Source: an optimization exercise on an open RTL-to-GDS flow (aim: small area, a short achievable clock period and few clock cycles per item). Production flows keep margins and buffers that such runs may drop.
Function was checked by simulation only, so behaviour that the tests miss may differ from the original.
The clock port is modelled as an ideal driver, which makes a skipped or thinned clock tree look cheaper than it is; a real chip needs a root buffer or a tree.

== build 39 ==
// RCL
module RCL(
    clk,
    rst_n,
    in_valid,
    coef_Q,
    coef_L,
    out_valid,
    out
);
input clk, rst_n, in_valid;
input [4:0] coef_Q, coef_L;
output reg out_valid;
output reg [1:0] out;
reg [4:0] l1, q1;
reg [9:0] x, d;
reg [1:0] cnt;
wire first = cnt[0] & ~cnt[1];    
wire third = cnt[0] & cnt[1];     
wire nfirst = ~first;
wire [4:0] qm = third ? 5'd1 : q1;
wire [9:0] x_next, d_next;
wire [2:0] s_hi;
wire [6:0] s_lo;
wire [14:0] f;
wire n1 = (~x[0] & nfirst);
wire n2 = ~(l1[0] & qm[0]);
wire n3;
RCL_xn un3 (.a(n1), .b(n2), .y(n3));
wire n4 = ~(~x[1] & nfirst);
wire n5 = ~(l1[0] & qm[1]);
wire n6 = ~(l1[1] & qm[0]);
wire n7, n8;
RCL_fa un7 (.a(n4), .b(n5), .c(n6), .s(n7), .co(n8));
wire n9 = (n1 & ~n2);
wire n10;
RCL_xn un10 (.a(n9), .b(n7), .y(n10));
wire n11 = ~(l1[0] & qm[2]);
wire n12 = ~(l1[1] & qm[1]);
wire n13, n14;
RCL_fa un13 (.a(n11), .b(n12), .c(n8), .s(n13), .co(n14));
wire n15 = ~(l1[2] & qm[0]);
wire n16 = ~(n9 & ~n7);
wire n17, n18;
RCL_fa un17 (.a(n15), .b(n16), .c(n13), .s(n17), .co(n18));
wire n19 = (~x[2] & nfirst);
wire n20;
RCL_xn un20 (.a(n19), .b(n17), .y(n20));
wire n21 = ~(l1[0] & qm[3]);
wire n22, n23;
RCL_fa un22 (.a(n21), .b(n14), .c(n18), .s(n22), .co(n23));
wire n24 = ~(l1[2] & qm[1]);
wire n25 = ~(l1[3] & qm[0]);
wire n26, n27;
  ...
clock: 80.0 ns
lec_check: 0
cap_margin: 20
core_margin: 2
core_utilization: 65
gpl_timing_driven: 0
slew_margin: 20
synth_hierarchical: 1
buffer_ports_args: -buffer_cell sky130_fd_sc_hd__buf_1
remove_abc_buffers: 1
standard.sh (not shown) runs the stock make flow with config.mk's settings and CLKGATE_MAP_FILE= SYNTH_SCRIPT=/design/flow/synth_recipe.tcl, a recipe that flattens the netlist after the stock synthesis.
==> flow/flow/run.sh <==
#!/bin/bash
# Standard layout, with the port buffers made of sky130_fd_sc_hd__buf_1 cells
# and the clock tree replaced by one level of clock buffers
# (flow/one_clock_buffer.tcl). Buffers that synthesis added are removed at
# floorplan (REMOVE_ABC_BUFFERS).
set -euo pipefail
here=$(pwd)
echo 'export BUFFER_PORTS_ARGS = -buffer_cell sky130_fd_sc_hd__buf_1' >> config.mk
echo 'export REMOVE_ABC_BUFFERS = 1' >> config.mk
export POST_CTS_TCL="$here/flow/one_clock_buffer.tcl"
bash standard.sh > standard.log 2>&1
==> flow/flow/one_clock_buffer.tcl <==
# Runs after ORFS's clock tree synthesis (POST_CTS_TCL hook). The design has
# few registers, so the tree is replaced by one level of clock buffers: the
# clock port drives CLOCK_BUFS buffers, each of which drives the clock pins of
# the registers nearest to it (the registers split by x coordinate).
set nbuf 3
set bufcell sky130_fd_sc_hd__clkbuf_8
set block [ord::get_db_block]
set db [ord::get_db]
set clk_net [[$block findBTerm clk] getNet]

# the clock tree's buffers and dummy loads, and the nets they drive
set tree_insts {}
set tree_nets {}
foreach inst [$block getInsts] {
  set name [$inst getName]
  if { [string match "clkbuf_*" $name] || [string match "clkload*" $name] } {
    lappend tree_insts $inst
    set out [$inst findITerm X]
    if { $out == "NULL" } { set out [$inst findITerm Y] }
    if { $out != "NULL" && [$out getNet] != "NULL" } { lappend tree_nets [$out getNet] }
  }
}

set regs {}
foreach inst [$block getInsts] {
  if { [string match "sky130_fd_sc_hd__df*" [[$inst getMaster] getName]] } {
    lappend regs [list [lindex [$inst getLocation] 0] $inst]
  }
}
set regs [lsort -integer -index 0 $regs]
set n [llength $regs]
foreach inst $tree_insts { odb::dbInst_destroy $inst }
foreach net $tree_nets { odb::dbNet_destroy $net }

set master [$db findMaster $bufcell]
for { set b 0 } { $b < $nbuf } { incr b } {
  set lo [expr { $b * $n / $nbuf }]
  set hi [expr { ($b + 1) * $n / $nbuf }]
  set net [odb::dbNet_create $block clknet_$b]
  $net setSigType CLOCK
  set sx 0
  set sy 0
  foreach r [lrange $regs $lo [expr { $hi - 1 }]] {
    set inst [lindex $r 1]
    set it [$inst findITerm CLK]
    $it disconnect
    $it connect $net
    set loc [$inst getLocation]
    incr sx [lindex $loc 0]
    incr sy [lindex $loc 1]
  }
  set buf [odb::dbInst_create $block $master clkbuf_$b]
  [$buf findITerm A] connect $clk_net
  [$buf findITerm X] connect $net
  set k [expr { $hi - $lo }]
  $buf setLocation [expr { $sx / $k }] [expr { $sy / $k }]
  $buf setPlacementStatus PLACED
}
puts "one_clock_buffer: $n registers on $nbuf buffers, removed [llength $tree_insts] tree cells"
detailed_placement
estimate_parasitics -placement
report_clock_skew
Build 39 did not stop at any stage, and its layout met the timing, design-rule and antenna checks.
Testbench counts of build 39, summed over its fixed seeds: cycles 11,992, items 2,400.
Here is what was changed in the inputs of build 43 compared with build 39.
Settings: REMOVE_ABC_BUFFERS: 1 -> unset; CORE_UTILIZATION: 65 -> 40.
==> flow/flow/run.sh <==
#!/bin/bash
# Standard layout, with the port buffers made of sky130_fd_sc_hd__buf_1 cells
# and the clock tree replaced by one clock buffer (flow/one_clock_buffer.tcl).
set -euo pipefail
here=$(pwd)
echo 'export BUFFER_PORTS_ARGS = -buffer_cell sky130_fd_sc_hd__buf_1' >> config.mk
export POST_CTS_TCL="$here/flow/one_clock_buffer.tcl"
bash standard.sh > standard.log 2>&1
diff --git a/flow/flow/one_clock_buffer.tcl b/flow/flow/one_clock_buffer.tcl
--- a/flow/flow/one_clock_buffer.tcl
+++ b/flow/flow/one_clock_buffer.tcl
@@ -5 +5 @@
-set nbuf 3
+set nbuf 2
Build 43 completed end to end with timing, DRC and antenna clean. Delta (build 43 minus build 39): area of placed instances now larger, starting DRC count in detailed routing now smaller. Build 43 against build 39: worst setup slack went down 0.028 ns, finished layout cell area went up about 3%, upper clock frequency limit held. Proportion of cell area occupied by registers (build 43 over build 39): decrease, 0.48 points.
Modified inputs, build 62 compared to build 43
Settings: changing CORE_UTILIZATION from 40 to 65; setting REMOVE_ABC_BUFFERS to 1 for the first time.
diff --git a/flow/flow/run.sh b/flow/flow/run.sh
--- a/flow/flow/run.sh
+++ b/flow/flow/run.sh
@@ -3 +3,3 @@
-# and the clock tree replaced by one clock buffer (flow/one_clock_buffer.tcl).
+# and the clock tree replaced by one level of clock buffers
+# (flow/one_clock_buffer.tcl). Buffers that synthesis added are removed at
+# floorplan (REMOVE_ABC_BUFFERS).
@@ -6,0 +9 @@
+echo 'export REMOVE_ABC_BUFFERS = 1' >> config.mk
diff --git a/flow/flow/one_clock_buffer.tcl b/flow/flow/one_clock_buffer.tcl
--- a/flow/flow/one_clock_buffer.tcl
+++ b/flow/flow/one_clock_buffer.tcl
@@ -3 +3 @@
-# clock port drives CLOCK_BUFS buffers, each of which drives the clock pins of
+# clock port drives nbuf buffers, each of which drives the clock pins of
@@ -5,2 +5,2 @@
-set nbuf 2
-set bufcell sky130_fd_sc_hd__clkbuf_8
+set nbuf 4
+set bufcell sky130_fd_sc_hd__clkbuf_4
- Comparing build 43 with build 62, the part of the cycle the worst path needs came out essentially unchanged.
- In build 62, area overhead of the layout relative to synthesis is lower than in build 43.
- Looking at number of design-rule violations left by the first detailed-router iteration, build 62 sits 59% above build 43.
- | setup slack after layout | build 62 vs build 43 | 0.015 ns lower |
- Relative to build 43, die area decreased by 0.0041 sq mm in build 62.
### build 62 -> build 79
Settings: CORE_UTILIZATION changed from 65 to 40; REMOVE_ABC_BUFFERS removed (was 1).
==> flow/flow/run.sh <==
#!/bin/bash
# Standard layout, with the port buffers made of sky130_fd_sc_hd__buf_1 cells
# and the clock tree replaced by one clock buffer (flow/one_clock_buffer.tcl).
set -euo pipefail
here=$(pwd)
echo 'export BUFFER_PORTS_ARGS = -buffer_cell sky130_fd_sc_hd__buf_1' >> config.mk
export POST_CTS_TCL="$here/flow/one_clock_buffer.tcl"
bash standard.sh > standard.log 2>&1
diff --git a/flow/flow/one_clock_buffer.tcl b/flow/flow/one_clock_buffer.tcl
--- a/flow/flow/one_clock_buffer.tcl
+++ b/flow/flow/one_clock_buffer.tcl
@@ -3 +3 @@
-# clock port drives nbuf buffers, each of which drives the clock pins of
+# clock port drives CLOCK_BUFS buffers, each of which drives the clock pins of
@@ -5,2 +5,2 @@
-set nbuf 4
-set bufcell sky130_fd_sc_hd__clkbuf_4
+set nbuf 3
+set bufcell sky130_fd_sc_hd__clkbuf_8
### Flow results
Comparing build 62 and build 79, the higher die extent in y is on build 79. Build 62 ended up with fewer cell instances than build 79 did. Compare build 62 and build 79 | fraction of area in registers higher: build 62.
Changes in build 98 relative to build 79:
Settings: CORE_UTILIZATION now 65, was 40; REMOVE_ABC_BUFFERS now 1, previously not set.
diff --git a/flow/flow/run.sh b/flow/flow/run.sh
--- a/flow/flow/run.sh
+++ b/flow/flow/run.sh
@@ -6,0 +7 @@
+echo 'export REMOVE_ABC_BUFFERS = 1' >> config.mk
[summary]
Taking build 79 as the reference, in build 98 post-route fraction of the period consumed by the critical path saw little to no change, die outline width went down, final cell count shrank by 72.
diff inputs: build 98 => build 20
Settings: REMOVE_ABC_BUFFERS removed (was 1).
diff --git a/flow/flow/run.sh b/flow/flow/run.sh
--- a/flow/flow/run.sh
+++ b/flow/flow/run.sh
@@ -7 +6,0 @@
-echo 'export REMOVE_ABC_BUFFERS = 1' >> config.mk
Findings:
As far as remaining design rule violation count goes, build 20 and build 98 are indistinguishable; the numbers are identical. First-pass GRT wire length: build 20 higher than build 98. Build 98 → build 20: final wirelength now larger, minimum period implied by the final worst setup slack moved down.
No run of this note takes its clock network from TritonCTS; it comes from the design's own scripts or RTL.

## separate check: timing with driven ports
No port has a modelled driver above. Below, the same layouts with a new extraction and two added sets of constraints. Step 1, drivers: a clkbuf_16 drives clk and a buf_2 each remaining input, both assumed. Step 2 times the ports against the registers' clock, not the clock port: input delays grow and output delays shrink by t, the midpoint of the rising clock arrivals with the driver on. Slacks: no drivers / after step 1 / after step 2; pairs: no drivers / after step 1.
run | shift t [ns] | slack for setup (ns) | hold slack, ns
build 39 | 0.182 | 63.367 / 63.323 / 63.505 | 0.475 / 0.475 / 0.475
build 43 | 0.199 | 63.340 / 63.304 / 63.502 | 0.456 / 0.456 / 0.456
build 62 | 0.203 | 63.325 / 63.282 / 63.485 | 0.479 / 0.479 / 0.479
build 79 | 0.185 | 63.377 / 63.331 / 63.516 | 0.451 / 0.451 / 0.451
build 98 | 0.182 | 63.367 / 63.323 / 63.505 | 0.475 / 0.475 / 0.475
build 20 | 0.187 | 63.381 / 63.331 / 63.518 | 0.461 / 0.461 / 0.461
After both steps every run listed still meets setup and hold.
